What follows belongs to an exercise in optimizing a design on an open flow for small area; a production flow would make more cautious choices. Function was checked by simulation only, so behaviour that the tests miss may differ from the original. No activity file was given, so power comes from the tool's default toggle rates.

==> design.v <==
module top_mem_ctrl
  (
    input wire HCLK,
    input wire HRESETn,
    input wire [31:0] HADDR,
    input wire [2:0] HBURST,
    input wire [3:0] HPROT,
    input wire [2:0] HSIZE,
    input wire [1:0] HTRANS,
    input wire [31:0] HWDATA,
    input wire HWRITE,
    input wire HREADYIN,
    input wire HSEL,
    output wire [31:0] HRDATA,
    output wire HRESP,
    output wire HREADYOUT,
    input wire [31:0] MEM_RDATA,
    output wire [31:0] MEM_WDATA,
    output wire [11:0] MEM_ADDR,
    output wire [1:0] MEM_BA,
    output wire MEM_CKE,
    output wire MEM_CSn,
    output wire MEM_RASn,
    output wire MEM_CASn,
    output wire MEM_WEn,
    output wire [3:0] MEM_DQM
  );
  localparam [5:0]
    INIT_WAIT0    = 6'd0,
    INIT_WAIT1    = 6'd1,
    INIT_PRE_C    = 6'd2,
    INIT_WAIT2    = 6'd3,
    INIT_AUTO_R1  = 6'd4,
    INIT_WAIT3    = 6'd5,
    INIT_AUTO_R2  = 6'd6,
    INIT_WAIT4    = 6'd7,
    INIT_SET_MODE = 6'd8,
    INIT_WAIT5    = 6'd9,
    INIT_WAIT6    = 6'd10,
    INIT_WAIT7    = 6'd11,
    ACTIVE_IDLE   = 6'd12,
    RF_PRE_C      = 6'd13,
    RF_AUTO_R     = 6'd14,
    RF_WAIT1      = 6'd15,
    RF_WAIT2      = 6'd16,
    RF_WAIT3      = 6'd17,
    R_CHECK_HIT   = 6'd18,
    R_RELAY_DATA  = 6'd19,
    R_SET_PREP    = 6'd20,
    R_SET_CMD     = 6'd21,
    R_WAIT1       = 6'd22,
    R_WAIT2       = 6'd23,
    R_WAIT3       = 6'd24,
    R_WAIT4       = 6'd25,
    R_WAIT5       = 6'd26,
    R_WAIT6       = 6'd27,
    R_WAIT7       = 6'd28,
    R_WAIT8       = 6'd29,
    R_PRE_C       = 6'd30,
    W_SET_PREP    = 6'd31,
    W_SET_CMD     = 6'd32,
    W_WAIT        = 6'd33,
    W_PRE_C       = 6'd34;
  reg [5:0]   state;
  reg [5:0]   next_state;
  reg [11:0]  cnt;           
  reg         busyn;         
  reg         next_busyn;
  reg         valid;         
  reg [11:0]  line_a;        
  reg [255:0] line_d;        
  wire enable = HSEL & HREADYIN;
  wire [3:0] diff_b = {1'b0, HADDR[2:0]} - {1'b0, line_a[2:0]};
  wire [2:0] diff = diff_b[2:0];
  wire       b = diff_b[3];
  wire [8:0] hx = HADDR[11:3];
  wire [8:0] hy = ~line_a[11:3];
  wire [9:0] hc = {hx | hy, ~b};
  wire hit = (&((hx ^ hy) ~^ hc[8:0])) & hc[9];
  wire ro_init = cnt[11] & cnt[8] & cnt[7] & cnt[6] & cnt[2];            
  wire ro_3    = cnt[1] & cnt[0];                                        
  wire ro_750  = cnt[9] & cnt[7] & cnt[6] & cnt[5] & cnt[3] & cnt[2] & cnt[1];  
  reg counting;
  reg rollover;
  reg ras, cas, we, cke, addr_sel, mode;
  always @* begin
    next_state = state;
    next_busyn = 1'b0;
    counting = 1'b0;
    rollover = 1'b0;
    ras = 1'b1; cas = 1'b1; we = 1'b1; cke = 1'b1;
    addr_sel = 1'b0; mode = 1'b0;
    case (state)
      INIT_WAIT0:    begin cke = 1'b0; counting = 1'b1; rollover = ro_init;
                           if (ro_init) next_state = INIT_WAIT1; end
      INIT_WAIT1:    next_state = INIT_WAIT2;
      INIT_WAIT2:    begin counting = 1'b1; rollover = ro_init;
                           if (ro_init) next_state = INIT_PRE_C; end
      INIT_PRE_C:    begin ras = 1'b0; we = 1'b0; next_state = INIT_WAIT3; end
      INIT_WAIT3:    next_state = INIT_AUTO_R1;
      INIT_AUTO_R1:  begin ras = 1'b0; cas = 1'b0; next_state = INIT_WAIT4; end
      INIT_WAIT4:    begin counting = 1'b1;
                           if (ro_3) next_state = INIT_AUTO_R2; end
      INIT_AUTO_R2:  begin ras = 1'b0; cas = 1'b0; next_state = INIT_WAIT5; end
      INIT_WAIT5:    begin counting = 1'b1;
                           if (ro_3) next_state = INIT_SET_MODE; end
      INIT_SET_MODE: begin ras = 1'b0; cas = 1'b0; we = 1'b0; mode = 1'b1;
                           next_state = INIT_WAIT6; end
      INIT_WAIT6:    next_state = INIT_WAIT7;
      INIT_WAIT7:    next_state = ACTIVE_IDLE;
      ACTIVE_IDLE: begin
        counting = 1'b1;
        if (ro_750) begin
          ras = 1'b0; cas = 1'b0;
          next_state = RF_PRE_C;
        end else if (enable) begin
          next_state = HWRITE ? W_SET_PREP : R_CHECK_HIT;
        end else
          next_busyn = 1'b1;
      end
      RF_PRE_C:      begin ras = 1'b0; we = 1'b0; next_state = RF_AUTO_R; end
      RF_AUTO_R:     begin ras = 1'b0; cas = 1'b0; next_state = RF_WAIT1; end
      RF_WAIT1:      next_state = RF_WAIT2;
      RF_WAIT2:      next_state = RF_WAIT3;
      RF_WAIT3:      next_state = ACTIVE_IDLE;
      R_CHECK_HIT:   begin next_busyn = hit;
                           next_state = hit ? R_RELAY_DATA : R_SET_PREP; end
      R_RELAY_DATA:  begin next_busyn = 1'b1; next_state = ACTIVE_IDLE; end
      R_SET_PREP:    begin ras = 1'b0; addr_sel = 1'b1; next_state = R_SET_CMD; end
      R_SET_CMD:     begin cas = 1'b0; addr_sel = 1'b1; next_state = R_WAIT1; end
      R_WAIT1:       begin addr_sel = 1'b1; next_state = R_WAIT2; end
      R_WAIT2:       next_state = R_WAIT3;
      R_WAIT3:       next_state = R_WAIT4;
      R_WAIT4:       next_state = R_WAIT5;
      R_WAIT5:       next_state = R_WAIT6;
      R_WAIT6:       next_state = R_WAIT7;
      R_WAIT7:       next_state = R_WAIT8;
      R_WAIT8:       begin we = 1'b0; next_state = R_PRE_C; end
      R_PRE_C:       begin ras = 1'b0; we = 1'b0; next_busyn = 1'b1;
                           next_state = R_RELAY_DATA; end
      W_SET_PREP:    begin ras = 1'b0; addr_sel = 1'b1; next_state = W_SET_CMD; end
      W_SET_CMD:     begin cas = 1'b0; we = 1'b0; addr_sel = 1'b1; next_state = W_WAIT; end
      W_WAIT:        begin we = 1'b0; next_busyn = 1'b1; next_state = W_PRE_C; end
      W_PRE_C:       begin ras = 1'b0; we = 1'b0; next_busyn = 1'b1;
                           next_state = ACTIVE_IDLE; end
      default:       ;
    endcase
  end
  always @(posedge HCLK or negedge HRESETn) begin
    if (!HRESETn) begin
      state <= INIT_WAIT0;
      busyn <= 1'b0;
      cnt   <= 12'd0;
      valid <= 1'b0;
      line_a <= 12'd0;
    end else begin
      state <= next_state;
      busyn <= next_busyn;
      cnt   <= counting ? cnt + 12'd1 : 12'd0;
      if (state == R_WAIT1) begin
        valid  <= 1'b1;
        line_a <= HADDR[11:0];
      end
    end
  end
  reg fill_q, keep_q;
  wire fill_next = (next_state >= R_WAIT1) && (next_state <= R_WAIT8);
  always @(posedge HCLK) begin
    fill_q <= fill_next;
    keep_q <= ~fill_next;
  end
  wire [31:0] word7_in = ({32{fill_q}} & MEM_RDATA) | ({32{keep_q}} & line_d[31:0]);
  always @(posedge HCLK)
    line_d <= {word7_in, line_d[255:32]};
  reg [2:0] ptr;
  always @(posedge HCLK)
    ptr <= (state == R_WAIT8) ? 3'd0 : ptr - 3'd1;
  reg [2:0] pos_q;
  reg       relay_q;
  wire [2:0] rel_off = (state == R_CHECK_HIT) ? diff[2:0] : 3'd0;
  always @(posedge HCLK)
    pos_q <= ptr - 3'd1 + rel_off;
  always @(posedge HCLK or negedge HRESETn) begin
    if (!HRESETn)
      relay_q <= 1'b0;
    else
      relay_q <= ((state == R_CHECK_HIT) && hit && valid) || (state == R_PRE_C);
  end
  wire [7:0] sel_q = {8{relay_q}} & (8'd1 << pos_q);
  reg [31:0] rdata;
  integer k;
  always @* begin
    rdata = 32'd0;
    for (k = 0; k < 8; k = k + 1)
      rdata = rdata | ({32{sel_q[k]}} & line_d[k*32 +: 32]);
  end
  assign HRDATA    = rdata;
  assign HRESP     = 1'b0;
  assign HREADYOUT = busyn;
  assign MEM_WDATA = HWDATA;
  assign MEM_BA    = HADDR[13:12];
  assign MEM_ADDR  = mode ? 12'h213 : (addr_sel ? HADDR[11:0] : 12'd0);
  assign MEM_CKE   = cke;
  assign MEM_CSn   = 1'b0;
  assign MEM_RASn  = ras;
  assign MEM_CASn  = cas;
  assign MEM_WEn   = we;
  assign MEM_DQM   = 4'b1111;
endmodule
==> flow/run.sh <==
#!/bin/bash
# Standard ORFS layout (the standard.sh) with three changes:
#  - synthesis maps logic with an area-oriented ABC script (flow/abc_area.script)
#    instead of ORFS's speed script; everything else in synthesis, including
#    flip-flop mapping, is the standard synthesis script, run unchanged
#  - ports are buffered with the smallest buffer (buf_1); every port still
#    gets its buffer
#  - clock tree synthesis inserts no dummy loads
# Each tool's log stays in orfs/logs; make's own output goes to
# standard_flow.log in the work folder.
set -euo pipefail
W=$(pwd)
orig=$(grep -o 'SYNTH_SCRIPT=[^ ]*' standard.sh | head -1 | cut -d= -f2)
cat > "$W/my_synth.tcl" <<EOT
proc abc {args} {
  set i [lsearch -exact \$args -script]
  if {\$i >= 0} { set args [lreplace \$args \$i [expr {\$i+1}] -script $W/flow/abc_area.script] }
  yosys abc {*}\$args
}
source $orig
EOT
sed "s#SYNTH_SCRIPT=[^ ]*#SYNTH_SCRIPT=$W/my_synth.tcl#" standard.sh > my_standard.sh
export BUFFER_PORTS_ARGS="-buffer_cell sky130_fd_sc_hd__buf_1"
export CTS_ARGS="-sink_clustering_enable -repair_clock_nets -dont_use_dummy_load -sink_clustering_size ${CTS_CLUSTER_SIZE:-20} -sink_clustering_max_diameter ${CTS_CLUSTER_DIAMETER:-100} -buf_list ${CTS_BUF_LIST:-sky130_fd_sc_hd__clkbuf_8}"
bash my_standard.sh finish > standard_flow.log 2>&1
==> flow/abc_area.script <==
strash
dch -f
amap
&get -n
&st
&dch -f
&nf -R 1000
&put
&get -n
&st
&dch -f
&nf -R 1000
&put
topo
stime -c
==> standard.sh <==
#!/bin/bash
# synth_recipe.tcl (not shown) runs the flow's synth.tcl, then flattens the netlist and writes it again
# the make line also repeats each setting of config.mk as NAME=value (left out here)
make -C /OpenROAD-flow-scripts/flow DESIGN_CONFIG=/design/flow/config.mk WORK_HOME=/design/flow/orfs CLKGATE_MAP_FILE= SYNTH_SCRIPT=/design/flow/synth_recipe.tcl "${@:-finish}"
==> config.mk <==
export PLATFORM = sky130hd
export DESIGN_NAME = top_mem_ctrl
export DESIGN_NICKNAME = top_mem_ctrl
export VERILOG_FILES = /design/flow/design.v
export SDC_FILE = /design/flow/constraint.sdc
export NUM_CORES = 4
export LEC_CHECK = 0
export CAP_MARGIN = 20
export CORE_MARGIN = 2
export CORE_UTILIZATION = 65
export CTS_BUF_LIST = sky130_fd_sc_hd__clkbuf_8
export CTS_CLUSTER_DIAMETER = 100
export CTS_CLUSTER_SIZE = 20
export SLEW_MARGIN = 20
==> constraint.sdc <==
create_clock -name core_clock -period 10.0 [get_ports {HCLK}]
set_input_delay 2.0000 -clock core_clock [delete_from_list [all_inputs] [get_ports {HCLK}]]
set_output_delay 2.0000 -clock core_clock [all_outputs]
set_load 0.01 [all_outputs]
==> results of run 1 <==
metal layers:
| metal | GRT usage, % | part of all wire (%) |
|---|---|---|
| met5 | 0 | 0 |
| met4 | 8.03 | 2.6 |
| met3 | 5.03 | 8.2 |
| met2 | 46.3 | 48 |
| met1 | 34.9 | 41 |
flip-flops by register name (all words and copies together), names as in the netlist:
name	cells
fill_q	1
line_a	12
cnt	12
relay_q	1
state	6
line_d	256
valid	1
ptr	3
keep_q	1
pos_q	3
busyn	1
worst max path at each step:
stage / from / end / slack (ns) / cells after the start
after floorplan: pos_q[2]$_DFF_P_ / HRDATA[12] / 5.36 / 4
after global routing: state[0]$_DFF_PN0_ / MEM_ADDR[1] / 4.92 / 6
after global placement: HADDR[1] / MEM_ADDR[1] / 5.32 / 4
final: state[0]$_DFF_PN0_ / MEM_ADDR[1] / 5.06 / 6
after detailed placement: HADDR[1] / MEM_ADDR[1] / 5.33 / 4
after CTS: state[0]$_DFF_PN0_ / MEM_ADDR[1] / 5.10 / 6
logic make-up (layout without fill, tap and decap cells):
group / after synthesis / in the layout / share of synthesized area [%]
compound gates: 193 / 193 / 16.7
xor+xnor: 12 / 12 / 1.13
fa+ha+maj: 17 / 17 / 2.45
buf+inv: 62 / 142 / 4.12
flops: 297 / 297 / 65.8
other cells: 2 / 6 / 0.0809
simple gates: 190 / 190 / 9.73
power by group:
part	internal (mW)	switching (mW)	leakage (nW)	total, mW
combinational	0.224	0.308	1.20	0.532
clock	0.164	0.326	0.129	0.490
sequential	1.74	0.315	2.61	2.05
worst register-to-register path: cells and delay by family, from the launching register on:
kind | cells | cell delay [ns]
buffers and inverters | 2 | 0.14
AOI/OAI and AO/OA | 3 | 0.66
DFF | 1 | 0.41
adders and majority gates | 1 | 0.27
xor gates and xnor gates | 2 | 0.27
and+or+nand+nor | 6 | 1.12
synthesized netlist by cell type, types with 7 or more instances:
master,instances,area [um^2]
nand2b_1,8,50.1
buf_4,40,300
clkinv_1,22,82.6
a222oi_1,62,621
ha_1,15,188
nand4_1,7,43.8
nor3_1,16,80.1
nor2b_1,8,50.1
nor4_1,7,43.8
dfxtp_1,264,5290
xnor2_1,8,70.1
nor2_1,44,165
and3_1,8,50.1
a22o_1,33,289
a22oi_1,33,248
nand3_1,37,185
o21ai_0,23,115
dfrtp_1,33,826
a21oi_1,19,95.1
nand2_1,45,169
cell type report:
type                       instances  area, um^2  share of cell area [%]
clock buffer                      18         248                    2.49
inverter                          22        82.6                   0.831
multi-input combinational        418        2870                    28.9
sequential                       297        6110                    61.5
tap                              180         225                    2.27
timing repair buffer             102         402                    4.04
through the flow:
stage | hold WS, ns | worst slack (ns)
after detailed placement | 0.337 | 5.33
final | 0.316 | 5.06
after floorplan | 0.330 | 5.36
after global placement | 0.332 | 5.32
after CTS | 0.322 | 5.10
after global routing | 0.331 | 4.92
==> flow_summary.yaml, run 1 <==
setup_path:
  reg2reg_slack_ns: 7.02
  reg2regPathDepth: 14
  crit_type: "flop to output pin"
  required_ns: 8.00
  cp_top_family: "compound AO/OA/AOI/OAI gates"
  r2r_start: "line_a[1]$_DFFE_PN0P_"
  critPathMaxFanout: 14
  crit_path_max_incr_delay_ns: 0.74
  r2r_end: "fill_q$_DFF_P_"
  path_buf_inv: 1
  setup.worst_path.start_class: "flop"
  worst_ep_arrival_time_ns: 2.94
  cpMaxStageDelayCell: "a21oi_1"
  end_kind: "output pin"
  crit_chain: "nor2_1 > and3_1 > o21bai_1 > a21oi_1 > o21ai_0 > buf_1"
place:
  place_area_um2: 9680
  gp_congestion: 0.904
  placed_cells: 1019
  port_buffers: 97
  hpwl_um: 12900
detailed_routing:
  detail-route-antenna-nets: 0
  wl_per_cell_um: 20.1
  via_per_inst: 6.37
  drt_wl_total_um: 20900
  drtIter0Drc: 660
  remaining_drc_errors: 0
  dr.pass1.iters: 6
  vias: 6603
timing:
  drv_slew: 0
  final-hold-violation-count: 0
  setup_viol: 0
  tightestPinTransition_ns: 1.02
  clock_skew_ns: 0.0415
  period_needed_ns: 4.94
  fin_crit_sh_pct: 49.4
  slew_headroom_pct: 31.5
  fin_tns_setup_ns: 0
  fmax_ghz: 0.202
  rsz0062_at_grt: "false"
clock_network:
  clk_path_buf_depth: 3
  cts_buffers: 18
  root_buffer: "clkbuf_8"
  cts_sinks: 297
  post_cts_buffers: 0
  cts_resized: 0
  hold_buffers: 0
  clk_latency_ns: 0.52
  clk_pin_slew_ns: 0.11
  cts_tree: "yes"
  htree_levels: 1
synth:
  ys_types: 42
  synth_edf_count: 0
  synth_ff_type: "dfxtp_1"
  synth-seq-cells: 297
  synth-seq-area-share_pct: 65.8
  yosysWarnings: 1
  syn-instance-count: 773
  synthArstFlopShare_pct: 11.1
  avgSynthCellArea_um2: 12.0
  synth_area_um2: 9290
cells_and_area:
  fin_util_pct: 71.3
  layout_commonest_cell: "dfxtp_1"
  num_antenna_cells: 0
  final_area_um2: 9930
  final_cell_mix: "264 x dfxtp_1, 97 x buf_1, 62 x a222oi_1, 45 x nand2_1, 38 x nor2_1"
  instances_no_fill: 1037
  syn_to_final_growth_pct: 6.99
  n_fill_cell: 1010
  fin_nets: 989
  drive_gt1_share_pct: 3.73
die:
  start_util_pct: 66.6
  design.core.area_um2: 13900
  dieArea_um2: 15300
  rows: 43
  io_pins: 202
  die_x_um: 124
  die_h_um: 124
power_and_ir_drop:
  fin_total_pwr_mw: 3.07
  irDropWorstVdd_mv: 0.130
  power.density_nw_per_um2: 309
  leakage_nw: 3.93
global_route:
  grt_max_degree: 34
  antenna_found_initial: 0
  track_usage_pct: 27.0
  grt_pass1_vias: 6564
  grt_pass1_wl_um: 32700
  overflow: 0
job:
  maxCapViolations: 0
worst_hold_path:
  whs_path_depth: 0
  worstHoldStart: "line_d[98]$_DFF_P_"
  holdCritPathClass: "flop to flop"
  hold_end: "line_d[66]$_DFF_P_"
status:
  status: "timing/DRC/antenna clean"
==> run 2, diff against run 1 <==
--- a/flow/run.sh
+++ b/flow/run.sh
@@ -22,4 +22,4 @@
 sed "s#SYNTH_SCRIPT=[^ ]*#SYNTH_SCRIPT=$W/my_synth.tcl#" standard.sh > my_standard.sh
 export BUFFER_PORTS_ARGS="-buffer_cell sky130_fd_sc_hd__buf_1"
-export CTS_ARGS="-sink_clustering_enable -repair_clock_nets -dont_use_dummy_load -sink_clustering_size ${CTS_CLUSTER_SIZE:-20} -sink_clustering_max_diameter ${CTS_CLUSTER_DIAMETER:-100} -buf_list ${CTS_BUF_LIST:-sky130_fd_sc_hd__clkbuf_8}"
+export CTS_ARGS="-sink_clustering_enable -repair_clock_nets -dont_use_dummy_load -sink_clustering_size ${CTS_CLUSTER_SIZE:-35} -sink_clustering_max_diameter ${CTS_CLUSTER_DIAMETER:-80} -buf_list ${CTS_BUF_LIST:-sky130_fd_sc_hd__clkbuf_16}"
 bash my_standard.sh finish > standard_flow.log 2>&1
--- a/config.mk
+++ b/config.mk
@@ -9,6 +9,6 @@
 export CORE_MARGIN = 2
 export CORE_UTILIZATION = 65
-export CTS_BUF_LIST = sky130_fd_sc_hd__clkbuf_8
-export CTS_CLUSTER_DIAMETER = 100
-export CTS_CLUSTER_SIZE = 20
+export CTS_BUF_LIST = sky130_fd_sc_hd__clkbuf_16
+export CTS_CLUSTER_DIAMETER = 80
+export CTS_CLUSTER_SIZE = 35
 export SLEW_MARGIN = 20
==> flow_summary.yaml, run 2 <==
status:
  status: "timing/DRC/antenna clean"
clock_network:
  root_buffer: "clkbuf_16"
  clk_pin_slew_ns: 0.12
  post_cts_buffers: 0
  hold_buffers: 0
  cts_resized: 0
  cts_buffers: 13
  cts_tree: "yes"
  clk_path_buf_depth: 3
  clk_latency_ns: 0.49
  cts_sinks: 297
  htree_levels: 1
cells_and_area:
  drive_gt1_share_pct: 3.17
  layout.area.seq_um2: 6110
  final_cell_mix: "264 x dfxtp_1, 97 x buf_1, 62 x a222oi_1, 45 x nand2_1, 38 x nor2_1"
  fin_util_pct: 71.9
  layout_commonest_cell: "dfxtp_1"
  n_fill_cell: 992
  reg_top3: "line_d: 256 flops, cnt: 12 flops, line_a: 12 flops"
  syn_to_final_growth_pct: 7.83
  num_antenna_cells: 0
  fin_nets: 984
  regMostFlops: "line_d"
  multiInputGateArea_um2: 2870
  largest_reg_flops: 256
setup_path:
  crit_type: "flop to output pin"
  crit_chain: "nor2_1 > and3_1 > o21bai_1 > a21oi_1 > o21ai_0 > buf_1"
  required_ns: 8.00
  setup.worst_path.start_class: "flop"
  path_buf_inv: 1
  crit_path_max_incr_delay_ns: 0.73
  critPathMaxFanout: 14
  cpMaxStageDelayCell: "a21oi_1"
  worst_ep_arrival_time_ns: 2.92
  cp_top_family: "compound AO/OA/AOI/OAI gates"
  end_kind: "output pin"
detailed_routing:
  dr.pass1.iters: 6
  remaining_drc_errors: 0
  via_per_inst: 6.40
  vias: 6600
  wl_per_cell_um: 20.2
  drtIter0Drc: 675
  detail-route-antenna-nets: 0
  drt_wl_total_um: 20800
global_route:
  grt_pass1_vias: 6567
  track_usage_pct: 26.8
  antenna_found_initial: 0
  grt_pass1_wl_um: 32600
  grt_max_degree: 36
  overflow: 0
job:
  maxCapViolations: 0
synth:
  ys_types: 42
  syn-instance-count: 773
  synth_ff_type: "dfxtp_1"
  yosysMostFrequentCell: "dfxtp_1"
  synthArstFlopShare_pct: 11.1
  synth_common_cells: "264 x dfxtp_1, 62 x a222oi_1, 45 x nand2_1, 44 x nor2_1, 40 x buf_4"
  synth_edf_count: 0
  yosysTopAreaCell: "dfxtp_1"
  avgSynthCellArea_um2: 12.0
  yosysWarnings: 1
  synth-seq-area-share_pct: 65.8
  synth-seq-cells: 297
  synth_area_um2: 9290
  synth_top_cell_area_share_pct: 56.9
  synthTopCellsByArea: "dfxtp_1 57%, dfrtp_1 8.9%, a222oi_1 6.7%"
timing:
  slew_headroom_pct: 31.4
  setup_viol: 0
  final-hold-violation-count: 0
  period_needed_ns: 4.92
  fmax_ghz: 0.203
  tightestPinTransition_ns: 1.03
  clock_skew_ns: 0.0907
  fin_ws_ns: 5.08
  drv_slew: 0
  fin_tns_setup_ns: 0
  fin_crit_sh_pct: 49.2
  rsz0062_at_grt: "false"
power_and_ir_drop:
  fin_total_pwr_mw: 3.14
  power.density_nw_per_um2: 314
  leakage_nw: 3.96
  irDropWorstVdd_mv: 0.158
die:
  start_util_pct: 66.6
  die_x_um: 124
  rows: 43
  dieArea_um2: 15300
  die_h_um: 124
  design.core.area_um2: 13900
  io_pins: 202
place:
  hpwl_um: 12900
  port_buffers: 97
  gp_congestion: 0.904
  dp_slack_ns: 5.33
worst_hold_path:
  holdCritPathClass: "flop to flop"
[run 2: cell count changes in the layout (fill, tap and decap cells not counted), sizes merged]
cell | previous run | this run
clkbuf | 18 | 13
[run 2: report_power, final]
part           internal (mW)  switching, mW  total, mW
registers               1.74          0.318       2.05
logic                  0.224          0.307      0.532
clock network          0.236          0.323      0.559
[run 2: cells by family after synthesis]
group / synth area share [%]
AOI/OAI and AO/OA: 16.7
xor gates and xnor gates: 1.13
adders and majority gates: 2.45
buffers and inverters: 4.12
DFF: 65.8
other: 0.0809
and+or+nand+nor: 9.73
[run 2: cell type report]
cell class              count  area share (%)
multi-input cells         418            28.6
well taps                 180            2.25
repair buffers            102            4.01
inverters                  22           0.825
flip-flops and latches    297            61.0
clock buffers              13            3.25
[run 2: path summary, 6_finish.rpt]
path / slack [ns] / cells after the start / from / to
worst min register to register: 0.25 / 0 / line_d[168]$_DFF_P_ / line_d[136]$_DFF_P_
max in group asynchronous: 8.13 / 2 / HRESETn / state[4]$_DFF_PN0_
worst max register to register: 7.08 / 14 / line_a[2]$_DFFE_PN0P_ / fill_q$_DFF_P_
worst min-delay path: 0.25 / 0 / line_d[168]$_DFF_P_ / line_d[136]$_DFF_P_
worst max-delay path: 5.08 / 6 / state[0]$_DFF_PN0_ / MEM_ADDR[1]
min in group asynchronous: 1.53 / 2 / HRESETn / cnt[1]$_DFF_PN0_
[run 2: stage by stage]
stage / instances / hold slack (ns) / instance area [um^2]
floorplan: 777 / 0.330 / 9300
global placement: 1019 / 0.332 / 9680
detailed placement: 1019 / 0.337 / 9680
CTS: 1032 / 0.239 / 10000
global route: 1032 / 0.247 / 10000
finish: 1032 / 0.247 / 10000
[run 2: per-layer routing]
| layer | track usage, % | wire, um |
|---|---|---|
| met4 | 7.88 | 516 |
| met5 | 0 | 0 |
| met2 | 46.7 | 10300 |
| met3 | 4.84 | 1670 |
| met1 | 34.1 | 8410 |
==> run 3, diff against run 2 <==
--- a/design.v
+++ b/design.v
@@ -26,42 +26,35 @@
     output wire [3:0] MEM_DQM
   );
-  localparam [5:0]
-    INIT_WAIT0    = 6'd0,
-    INIT_WAIT1    = 6'd1,
-    INIT_PRE_C    = 6'd2,
-    INIT_WAIT2    = 6'd3,
-    INIT_AUTO_R1  = 6'd4,
-    INIT_WAIT3    = 6'd5,
-    INIT_AUTO_R2  = 6'd6,
-    INIT_WAIT4    = 6'd7,
-    INIT_SET_MODE = 6'd8,
-    INIT_WAIT5    = 6'd9,
-    INIT_WAIT6    = 6'd10,
-    INIT_WAIT7    = 6'd11,
-    ACTIVE_IDLE   = 6'd12,
-    RF_PRE_C      = 6'd13,
-    RF_AUTO_R     = 6'd14,
-    RF_WAIT1      = 6'd15,
-    RF_WAIT2      = 6'd16,
-    RF_WAIT3      = 6'd17,
-    R_CHECK_HIT   = 6'd18,
-    R_RELAY_DATA  = 6'd19,
-    R_SET_PREP    = 6'd20,
-    R_SET_CMD     = 6'd21,
-    R_WAIT1       = 6'd22,
-    R_WAIT2       = 6'd23,
-    R_WAIT3       = 6'd24,
-    R_WAIT4       = 6'd25,
-    R_WAIT5       = 6'd26,
-    R_WAIT6       = 6'd27,
-    R_WAIT7       = 6'd28,
-    R_WAIT8       = 6'd29,
-    R_PRE_C       = 6'd30,
-    W_SET_PREP    = 6'd31,
-    W_SET_CMD     = 6'd32,
-    W_WAIT        = 6'd33,
-    W_PRE_C       = 6'd34;
-  reg [5:0]   state;
-  reg [5:0]   next_state;
+  localparam [4:0]
+    INIT_WAIT0    = 5'd0,
+    INIT_WAIT1    = 5'd1,
+    INIT_PRE_C    = 5'd2,
+    INIT_WAIT2    = 5'd3,
+    INIT_AUTO_R1  = 5'd4,
+    INIT_WAIT3    = 5'd5,
+    INIT_AUTO_R2  = 5'd6,
+    INIT_WAIT4    = 5'd7,
+    INIT_SET_MODE = 5'd8,
+    INIT_WAIT5    = 5'd9,
+    INIT_WAIT6    = 5'd10,
+    INIT_WAIT7    = 5'd11,
+    ACTIVE_IDLE   = 5'd12,
+    RF_PRE_C      = 5'd13,
+    RF_AUTO_R     = 5'd14,
+    RF_WAIT1      = 5'd15,
+    RF_WAIT2      = 5'd16,
+    RF_WAIT3      = 5'd17,
+    R_CHECK_HIT   = 5'd18,
+    R_RELAY_DATA  = 5'd19,
+    R_SET_PREP    = 5'd20,
+    R_SET_CMD     = 5'd21,
+    R_BURST       = 5'd22,
+    R_PRE_C       = 5'd23,
+    W_SET_PREP    = 5'd24,
+    W_SET_CMD     = 5'd25,
+    W_WAIT        = 5'd26,
+    W_PRE_C       = 5'd27;
+  reg [4:0]   state;
+  reg [4:0]   next_state;
   reg [11:0]  cnt;           
   reg         busyn;         
@@ -69,5 +62,6 @@
   reg         valid;         
   reg [11:0]  line_a;        
-  reg [255:0] line_d;        
+  reg [255:0] line_d;
+  reg [2:0]   ptr;           
   wire enable = HSEL & HREADYIN;
   wire [3:0] diff_b = {1'b0, HADDR[2:0]} - {1'b0, line_a[2:0]};
@@ -78,7 +72,10 @@
   wire [9:0] hc = {hx | hy, ~b};
   wire hit = (&((hx ^ hy) ~^ hc[8:0])) & hc[9];
-  wire ro_init = cnt[11] & cnt[8] & cnt[7] & cnt[6] & cnt[2];            
-  wire ro_3    = cnt[1] & cnt[0];                                        
-  wire ro_750  = cnt[9] & cnt[7] & cnt[6] & cnt[5] & cnt[3] & cnt[2] & cnt[1];  
+  wire lfsr_fb = ~(cnt[11] ^ cnt[10] ^ cnt[7] ^ cnt[5]);
+  wire ro_3    = cnt[2];                                                    
+  wire ro_750  = cnt[0] & ~cnt[1] & ~cnt[3] & cnt[5] & ~cnt[8] & cnt[9] & ~cnt[10];   
+  wire ro_init = ~cnt[0] & ~cnt[2] & ~cnt[4] & ~cnt[5] & cnt[6] & ~cnt[7] & ~cnt[8]
+               & cnt[9] & cnt[10];                                        
+  wire first_beat = (state == R_BURST) && (ptr == 3'd0);    
   reg counting;
   reg rollover;
@@ -128,13 +125,7 @@
       R_RELAY_DATA:  begin next_busyn = 1'b1; next_state = ACTIVE_IDLE; end
       R_SET_PREP:    begin ras = 1'b0; addr_sel = 1'b1; next_state = R_SET_CMD; end
-      R_SET_CMD:     begin cas = 1'b0; addr_sel = 1'b1; next_state = R_WAIT1; end
-      R_WAIT1:       begin addr_sel = 1'b1; next_state = R_WAIT2; end
-      R_WAIT2:       next_state = R_WAIT3;
-      R_WAIT3:       next_state = R_WAIT4;
-      R_WAIT4:       next_state = R_WAIT5;
-      R_WAIT5:       next_state = R_WAIT6;
-      R_WAIT6:       next_state = R_WAIT7;
-      R_WAIT7:       next_state = R_WAIT8;
-      R_WAIT8:       begin we = 1'b0; next_state = R_PRE_C; end
+      R_SET_CMD:     begin cas = 1'b0; addr_sel = 1'b1; next_state = R_BURST; end
+      R_BURST:       begin addr_sel = (ptr == 3'd0); we = (ptr != 3'd1);
+                           if (ptr == 3'd1) next_state = R_PRE_C; end
       R_PRE_C:       begin ras = 1'b0; we = 1'b0; next_busyn = 1'b1;
                            next_state = R_RELAY_DATA; end
@@ -157,6 +148,6 @@
       state <= next_state;
       busyn <= next_busyn;
-      cnt   <= counting ? cnt + 12'd1 : 12'd0;
-      if (state == R_WAIT1) begin
+      cnt   <= counting ? {cnt[10:0], lfsr_fb} : 12'd0;
+      if (first_beat) begin
         valid  <= 1'b1;
         line_a <= HADDR[11:0];
@@ -165,5 +156,5 @@
   end
   reg fill_q, keep_q;
-  wire fill_next = (next_state >= R_WAIT1) && (next_state <= R_WAIT8);
+  wire fill_next = (next_state == R_BURST);
   always @(posedge HCLK) begin
     fill_q <= fill_next;
@@ -173,7 +164,6 @@
   always @(posedge HCLK)
     line_d <= {word7_in, line_d[255:32]};
-  reg [2:0] ptr;
   always @(posedge HCLK)
-    ptr <= (state == R_WAIT8) ? 3'd0 : ptr - 3'd1;
+    ptr <= (state == R_SET_CMD) ? 3'd0 : ptr - 3'd1;
   reg [2:0] pos_q;
   reg       relay_q;
--- a/flow/run.sh
+++ b/flow/run.sh
@@ -22,4 +22,4 @@
 sed "s#SYNTH_SCRIPT=[^ ]*#SYNTH_SCRIPT=$W/my_synth.tcl#" standard.sh > my_standard.sh
 export BUFFER_PORTS_ARGS="-buffer_cell sky130_fd_sc_hd__buf_1"
-export CTS_ARGS="-sink_clustering_enable -repair_clock_nets -dont_use_dummy_load -sink_clustering_size ${CTS_CLUSTER_SIZE:-35} -sink_clustering_max_diameter ${CTS_CLUSTER_DIAMETER:-80} -buf_list ${CTS_BUF_LIST:-sky130_fd_sc_hd__clkbuf_16}"
+export CTS_ARGS="-sink_clustering_enable -repair_clock_nets -dont_use_dummy_load -sink_clustering_size ${CTS_CLUSTER_SIZE:-16} -sink_clustering_max_diameter ${CTS_CLUSTER_DIAMETER:-60} -buf_list ${CTS_BUF_LIST:-sky130_fd_sc_hd__clkbuf_8}"
 bash my_standard.sh finish > standard_flow.log 2>&1
--- a/config.mk
+++ b/config.mk
@@ -9,6 +9,6 @@
 export CORE_MARGIN = 2
 export CORE_UTILIZATION = 65
-export CTS_BUF_LIST = sky130_fd_sc_hd__clkbuf_16
-export CTS_CLUSTER_DIAMETER = 80
-export CTS_CLUSTER_SIZE = 35
+export CTS_BUF_LIST = sky130_fd_sc_hd__clkbuf_8
+export CTS_CLUSTER_DIAMETER = 60
+export CTS_CLUSTER_SIZE = 16
 export SLEW_MARGIN = 20
==> flow_summary.yaml, run 3 <==
synth:
  syn-instance-count: 749
  synth_top_cell_area_share_pct: 57.9
  synth_common_cells: "264 x dfxtp_1, 57 x a222oi_1, 50 x nand2_1, 41 x nand3_1, 40 x buf_4"
  yosysTopAreaCell: "dfxtp_1"
  synthTopCellsByArea: "dfxtp_1 58%, dfrtp_1 8.8%, a222oi_1 6.3%"
  synthArstFlopShare_pct: 10.8
  ys_types: 39
  synth_edf_count: 0
  avgSynthCellArea_um2: 12.2
  yosysWarnings: 1
  synth_ff_type: "dfxtp_1"
  yosysMostFrequentCell: "dfxtp_1"
  synth-seq-cells: 296
  synth_area_um2: 9130
  synth-seq-area-share_pct: 66.7
timing:
  setup_viol: 0
  period_needed_ns: 5.36
  whs_ns: 0.315
  fmax_ghz: 0.187
  final-hold-violation-count: 0
  rsz0062_at_grt: "false"
  fin_ws_ns: 4.64
  clock_skew_ns: 0.0457
  drv_slew: 0
  tightestPinTransition_ns: 1.02
  slew_headroom_pct: 32.2
  fin_crit_sh_pct: 53.6
  fin_tns_setup_ns: 0
clock_network:
  clk_latency_ns: 0.54
  cts_buffers: 22
  cts_sinks: 296
  htree_levels: 1
  clk_pin_slew_ns: 0.10
  clk_path_buf_depth: 3
  cts_tree: "yes"
  cts_resized: 0
  root_buffer: "clkbuf_8"
  post_cts_buffers: 0
  hold_buffers: 0
place:
  dp_slack_ns: 5.24
  hpwl_um: 12300
  port_buffers: 97
  place_area_um2: 9520
  gp_congestion: 0.882
cells_and_area:
  num_antenna_cells: 0
  largest_reg_flops: 256
  regMostFlops: "line_d"
  reg_top3: "line_d: 256 flops, cnt: 12 flops, line_a: 12 flops"
  fin_nets: 969
  layout_commonest_cell: "dfxtp_1"
  final_cell_mix: "263 x dfxtp_1, 97 x buf_1, 57 x a222oi_1, 50 x nand2_1, 41 x nand3_1"
  syn_to_final_growth_pct: 7.66
  n_fill_cell: 1012
  final_area_um2: 9830
  drive_gt1_share_pct: 4.19
power_and_ir_drop:
  irDropWorstVdd_mv: 0.0997
  leakage_nw: 3.79
  power.density_nw_per_um2: 177
detailed_routing:
  top_layer_used: "met4"
  remaining_drc_errors: 0
  drtIter0Drc: 694
  met3_length_um: 1710
  dr.pass1.iters: 9
  met2_length_um: 9650
  met1_length_um: 8510
  vias: 6363
  via_per_inst: 6.26
  detail-route-antenna-nets: 0
  wl_per_cell_um: 20.0
  drt_wl_total_um: 20300
setup_path:
  end_kind: "output pin"
  crit_type: "flop to output pin"
  required_ns: 8.00
  crit_path_max_incr_delay_ns: 0.54
  critPathMaxFanout: 27
  crit_start: "state[2]$_DFF_PN0_"
  r2r_start: "state[1]$_DFF_PN0_"
  worst_ep_arrival_time_ns: 3.36
  cpMaxStageDelayCell: "dfrtp_1"
  crit_chain: "nor2b_1 > nand2_1 > nor3_1 > nand2_1 > o21a_1 > o21ai_0 > buf_1"
  cp_common_cell: "nand2_1"
  setup.worst_path.start_class: "flop"
job:
  maxCapViolations: 0
global_route:
  track_usage_pct: 27.1
  antenna_found_initial: 0
  grt_pass1_vias: 6359
  grt_max_degree: 33
  grt_pass1_wl_um: 32400
  overflow: 0
die:
  design.core.area_um2: 13800
  start_util_pct: 66.3
  die_h_um: 123
  rows: 43
  io_pins: 202
  die_x_um: 123
  dieArea_um2: 15000
worst_hold_path:
  holdCritPathClass: "flop to flop"
  worstHoldStart: "line_d[115]$_DFF_P_"
status:
  status: "timing/DRC/antenna clean"
## run 3: cell count changes in the layout (fill, tap and decap cells not counted), moves of 6 or more
cell / previous run / this run
clkbuf_16: 13 / 0
nor2b_1: 8 / 15
nor2_1: 38 / 30
a221oi_1: 1 / 7
clkbuf_8: 0 / 22
a21oi_1: 19 / 11
and3_1: 8 / 1
## run 3: area by class of cell
class	count	area (um^2)	area share [%]
Timing Repair Buffer	101	394	4.01
Inverter	20	75.1	0.764
Clock buffer	22	303	3.08
Tap cell	180	225	2.29
Multi-Input combinational cell	397	2740	27.9
Sequential cell	296	6090	61.9
## run 3: final timing paths
path                                               to  slack, ns  cells past startpoint
worst max-delay path                      MEM_ADDR[0]       4.64                      7
worst min-delay path               line_d[83]$_DFF_P_       0.31                      0
worst max register to register         keep_q$_DFF_P_       7.38                     13
worst min register to register     line_d[83]$_DFF_P_       0.31                      0
max in group asynchronous       line_a[5]$_DFFE_PN0P_       8.19                      2
min in group asynchronous          state[1]$_DFF_PN0_       1.50                      2
## run 3: where the power goes
part / leakage (nW) / total, mW / internal (mW) / switching, mW
Combinational: 1.14 / 0.0238 / 0.00987 / 0.0139
Sequential: 2.49 / 1.18 / 1.18 / 0.000113
Clock: 0.158 / 0.538 / 0.198 / 0.340
Total: 3.79 / 1.74 / 1.39 / 0.354
## run 3: routing by layer
metal | up-vias | GRT usage (%)
met1 | 3091 | 36.6
met3 | 44 | 5.67
met4 | 0 | 8.41
li1 | 2921 | -
met2 | 307 | 44.3
met5 | - | 0
## run 3: worst max-delay path: cells and delay by family, from the launching register on
| kind | cells | cell delay (ns) |
|---|---|---|
| AO/OA/AOI/OAI | 2 | 0.62 |
| buffers and inverters | 1 | 0.17 |
| flip-flops | 1 | 0.54 |
| AND/OR/NAND/NOR | 4 | 1.52 |
## run 3: logic make-up after synthesis
logic type,synth area share [%]
buf+inv,4.11
xor+xnor,1.06
simple gates,9.46
fa+ha+maj,2.63
flops,66.7
other cells,0.0823
compound gates,16.0
## run 3: stage by stage
step           total power [mW]  util [%]  instances
4_1_cts                    1.75      71.3       1016
3_3_place_gp               1.23      69.1        994
5_1_grt                    1.80      71.3       1016
3_5_place_dp               1.23      69.1        994
6_report                   1.74      71.3       1016
2_1_floorplan              1.23         -        753
==> run 4, diff against run 3 <==
--- a/flow/run.sh
+++ b/flow/run.sh
@@ -22,4 +22,4 @@
 sed "s#SYNTH_SCRIPT=[^ ]*#SYNTH_SCRIPT=$W/my_synth.tcl#" standard.sh > my_standard.sh
 export BUFFER_PORTS_ARGS="-buffer_cell sky130_fd_sc_hd__buf_1"
-export CTS_ARGS="-sink_clustering_enable -repair_clock_nets -dont_use_dummy_load -sink_clustering_size ${CTS_CLUSTER_SIZE:-16} -sink_clustering_max_diameter ${CTS_CLUSTER_DIAMETER:-60} -buf_list ${CTS_BUF_LIST:-sky130_fd_sc_hd__clkbuf_8}"
+export CTS_ARGS="-sink_clustering_enable -repair_clock_nets -dont_use_dummy_load -sink_clustering_size ${CTS_CLUSTER_SIZE:-20} -sink_clustering_max_diameter ${CTS_CLUSTER_DIAMETER:-100} -buf_list ${CTS_BUF_LIST:-sky130_fd_sc_hd__clkbuf_8}"
 bash my_standard.sh finish > standard_flow.log 2>&1
--- a/config.mk
+++ b/config.mk
@@ -10,5 +10,5 @@
 export CORE_UTILIZATION = 65
 export CTS_BUF_LIST = sky130_fd_sc_hd__clkbuf_8
-export CTS_CLUSTER_DIAMETER = 60
-export CTS_CLUSTER_SIZE = 16
+export CTS_CLUSTER_DIAMETER = 100
+export CTS_CLUSTER_SIZE = 20
 export SLEW_MARGIN = 20
==> flow_summary.yaml, run 4 <==
timing:
  whs_ns: 0.335
  fin_crit_sh_pct: 53.6
  tightestPinTransition_ns: 1.02
  clock_skew_ns: 0.0252
  fmax_ghz: 0.186
  drv_slew: 0
  slew_headroom_pct: 31.8
  setup_viol: 0
  rsz0062_at_grt: "false"
  period_needed_ns: 5.36
  fin_ws_ns: 4.64
  fin_tns_setup_ns: 0
  final-hold-violation-count: 0
synth:
  synth_ff_type: "dfxtp_1"
  synth_top_cell_area_share_pct: 57.9
  synth_common_cells: "264 x dfxtp_1, 57 x a222oi_1, 50 x nand2_1, 41 x nand3_1, 40 x buf_4"
  syn-instance-count: 749
  synthTopCellsByArea: "dfxtp_1 58%, dfrtp_1 8.8%, a222oi_1 6.3%"
  avgSynthCellArea_um2: 12.2
  yosysTopAreaCell: "dfxtp_1"
  synth-seq-cells: 296
  ys_types: 39
  yosysWarnings: 1
  synth_area_um2: 9130
  synthArstFlopShare_pct: 10.8
  synth-seq-area-share_pct: 66.7
  yosysMostFrequentCell: "dfxtp_1"
  synth_edf_count: 0
detailed_routing:
  via_per_inst: 6.25
  drt_wl_total_um: 20500
  wl_per_cell_um: 20.3
  detail-route-antenna-nets: 0
  dr.pass1.iters: 12
  remaining_drc_errors: 0
  drtIter0Drc: 663
  vias: 6327
global_route:
  grt_max_degree: 33
  grt_pass1_wl_um: 32500
  antenna_found_initial: 0
  overflow: 0
  grt_pass1_vias: 6382
  track_usage_pct: 27.3
clock_network:
  cts_sinks: 296
  htree_levels: 1
  cts_buffers: 18
  hold_buffers: 0
  post_cts_buffers: 0
  clk_path_buf_depth: 3
  cts_tree: "yes"
  cts_resized: 0
  root_buffer: "clkbuf_8"
  clk_pin_slew_ns: 0.12
  clk_latency_ns: 0.52
setup_path:
  r2r_start: "state[1]$_DFF_PN0_"
  critPathMaxFanout: 27
  worst_ep_arrival_time_ns: 3.36
  path_depth: 7
  crit_path_max_incr_delay_ns: 0.55
  crit_type: "flop to output pin"
  crit_chain: "nor2b_1 > nand2_1 > nor3_1 > nand2_1 > o21a_1 > o21ai_0 > buf_1"
  path_buf_inv: 1
  cp_common_cell: "nand2_1"
  r2r_end: "keep_q$_DFF_P_"
  required_ns: 8.00
  reg2regPathDepth: 13
  end_kind: "output pin"
  reg2reg_slack_ns: 7.40
  setup.worst_path.start_class: "flop"
  crit_path_end: "MEM_ADDR[0]"
  cpMaxStageDelayCell: "dfrtp_1"
  crit_start: "state[2]$_DFF_PN0_"
  cp_top_family: "simple AND/OR/NAND/NOR gates"
place:
  dp_slack_ns: 5.24
  gp_congestion: 0.882
  hpwl_um: 12300
  port_buffers: 97
die:
  die_h_um: 123
  io_pins: 202
  design.core.area_um2: 13800
  start_util_pct: 66.3
  die_x_um: 123
  rows: 43
  dieArea_um2: 15000
worst_hold_path:
  holdCritPathClass: "flop to flop"
cells_and_area:
  syn_to_final_growth_pct: 7.06
  largest_reg_flops: 256
  final_cell_mix: "263 x dfxtp_1, 97 x buf_1, 57 x a222oi_1, 50 x nand2_1, 41 x nand3_1"
  layout_commonest_cell: "dfxtp_1"
  num_antenna_cells: 0
  fin_nets: 965
  n_fill_cell: 1011
  fin_util_pct: 70.9
  drive_gt1_share_pct: 3.73
  reg_top3: "line_d: 256 flops, cnt: 12 flops, line_a: 12 flops"
  regMostFlops: "line_d"
status:
  status: "timing/DRC/antenna clean"
job:
  maxCapViolations: 0
power_and_ir_drop:
  irDropWorstVdd_mv: 0.0746
  leakage_nw: 3.76
  power.density_nw_per_um2: 174
==> run 4: cell counts after synthesis <==
No cell type changed its count.
==> run 4: worst min path at each step <==
stage,startpoint,to,slack (ns),depth (start not counted)
2_1_floorplan,line_d[169]$_DFF_P_,line_d[137]$_DFF_P_,0.33,0
3_3_place_gp,line_d[101]$_DFF_P_,line_d[69]$_DFF_P_,0.33,0
3_5_place_dp,line_d[57]$_DFF_P_,line_d[25]$_DFF_P_,0.34,0
4_1_cts,line_d[179]$_DFF_P_,line_d[147]$_DFF_P_,0.34,0
5_1_grt,line_d[179]$_DFF_P_,line_d[147]$_DFF_P_,0.34,0
6_report,line_d[179]$_DFF_P_,line_d[147]$_DFF_P_,0.33,0
==> run 4: cell families (layout without fill, tap and decap cells) <==
logic type / count (synthesis) / after routing / synth area share (%)
flops: 296 / 296 / 66.7
other cells: 2 / 6 / 0.0823
compound gates: 181 / 181 / 16.0
fa+ha+maj: 18 / 18 / 2.63
simple gates: 181 / 181 / 9.46
buf+inv: 60 / 139 / 4.11
xor+xnor: 11 / 11 / 1.06
==> run 4: area by class of cell <==
type | instances | area [um^2] | share of cell area, %
well taps | 180 | 225 | 2.30
clock buffers | 18 | 248 | 2.54
flip-flops and latches | 296 | 6090 | 62.3
repair buffers | 101 | 394 | 4.03
inverters | 20 | 75.1 | 0.768
multi-input cells | 397 | 2740 | 28.1
==> run 4: where the power goes <==
| group | total, mW | switching [mW] | internal (mW) |
|---|---|---|---|
| logic | 0.0237 | 0.0138 | 0.00988 |
| clock network | 0.496 | 0.332 | 0.164 |
| registers | 1.18 | 0.000113 | 1.18 |
| total | 1.70 | 0.346 | 1.35 |
==> run 4: metrics by stage <==
stage / instance area, um^2 / std cells / total power, mW
floorplan: 9140 / 753 / 1.23
global placement: 9520 / 994 / 1.23
detailed placement: 9520 / 994 / 1.23
CTS: 9770 / 1012 / 1.71
global route: 9770 / 1012 / 1.75
finish: 9770 / 1012 / 1.70
==> run 4: per-layer routing <==
layer	track usage [%]	share of wire, %	vias up	routed length [um]
met5	0	0	-	0
met4	8.91	2.0	0	412
met3	5.25	8.6	39	1760
met2	44.9	48	300	9830
met1	36.5	41	3064	8490
li1	-	-	2924	-

## re-timing with driven ports
The flow's constraints put no driver on any port. The routed layouts listed below were extracted and timed again, unchanged, in two steps. Step 1, drivers: a clkbuf_16 drives HCLK and a buf_2 each remaining input, both assumed. Step 2 also shifts input and output timing later by t, the mid clock arrival at the registers, as if the neighbouring blocks saw the same clock. Three values: ideal, step 1, step 2; two values: the first two.
run | t, ns | setup slack, ns | slew at the worst register clock pin (ns)
run 1 | 0.538 | 5.060 / 5.025 / 5.288 | 0.12 / 0.12
run 2 | 0.482 | 5.079 / 5.042 / 5.279 | 0.12 / 0.12
run 3 | 0.547 | 4.642 / 4.610 / 5.157 | 0.10 / 0.10
run 4 | 0.542 | 4.635 / 4.602 / 5.144 | 0.12 / 0.12
After both steps setup and hold are still met in every run listed.
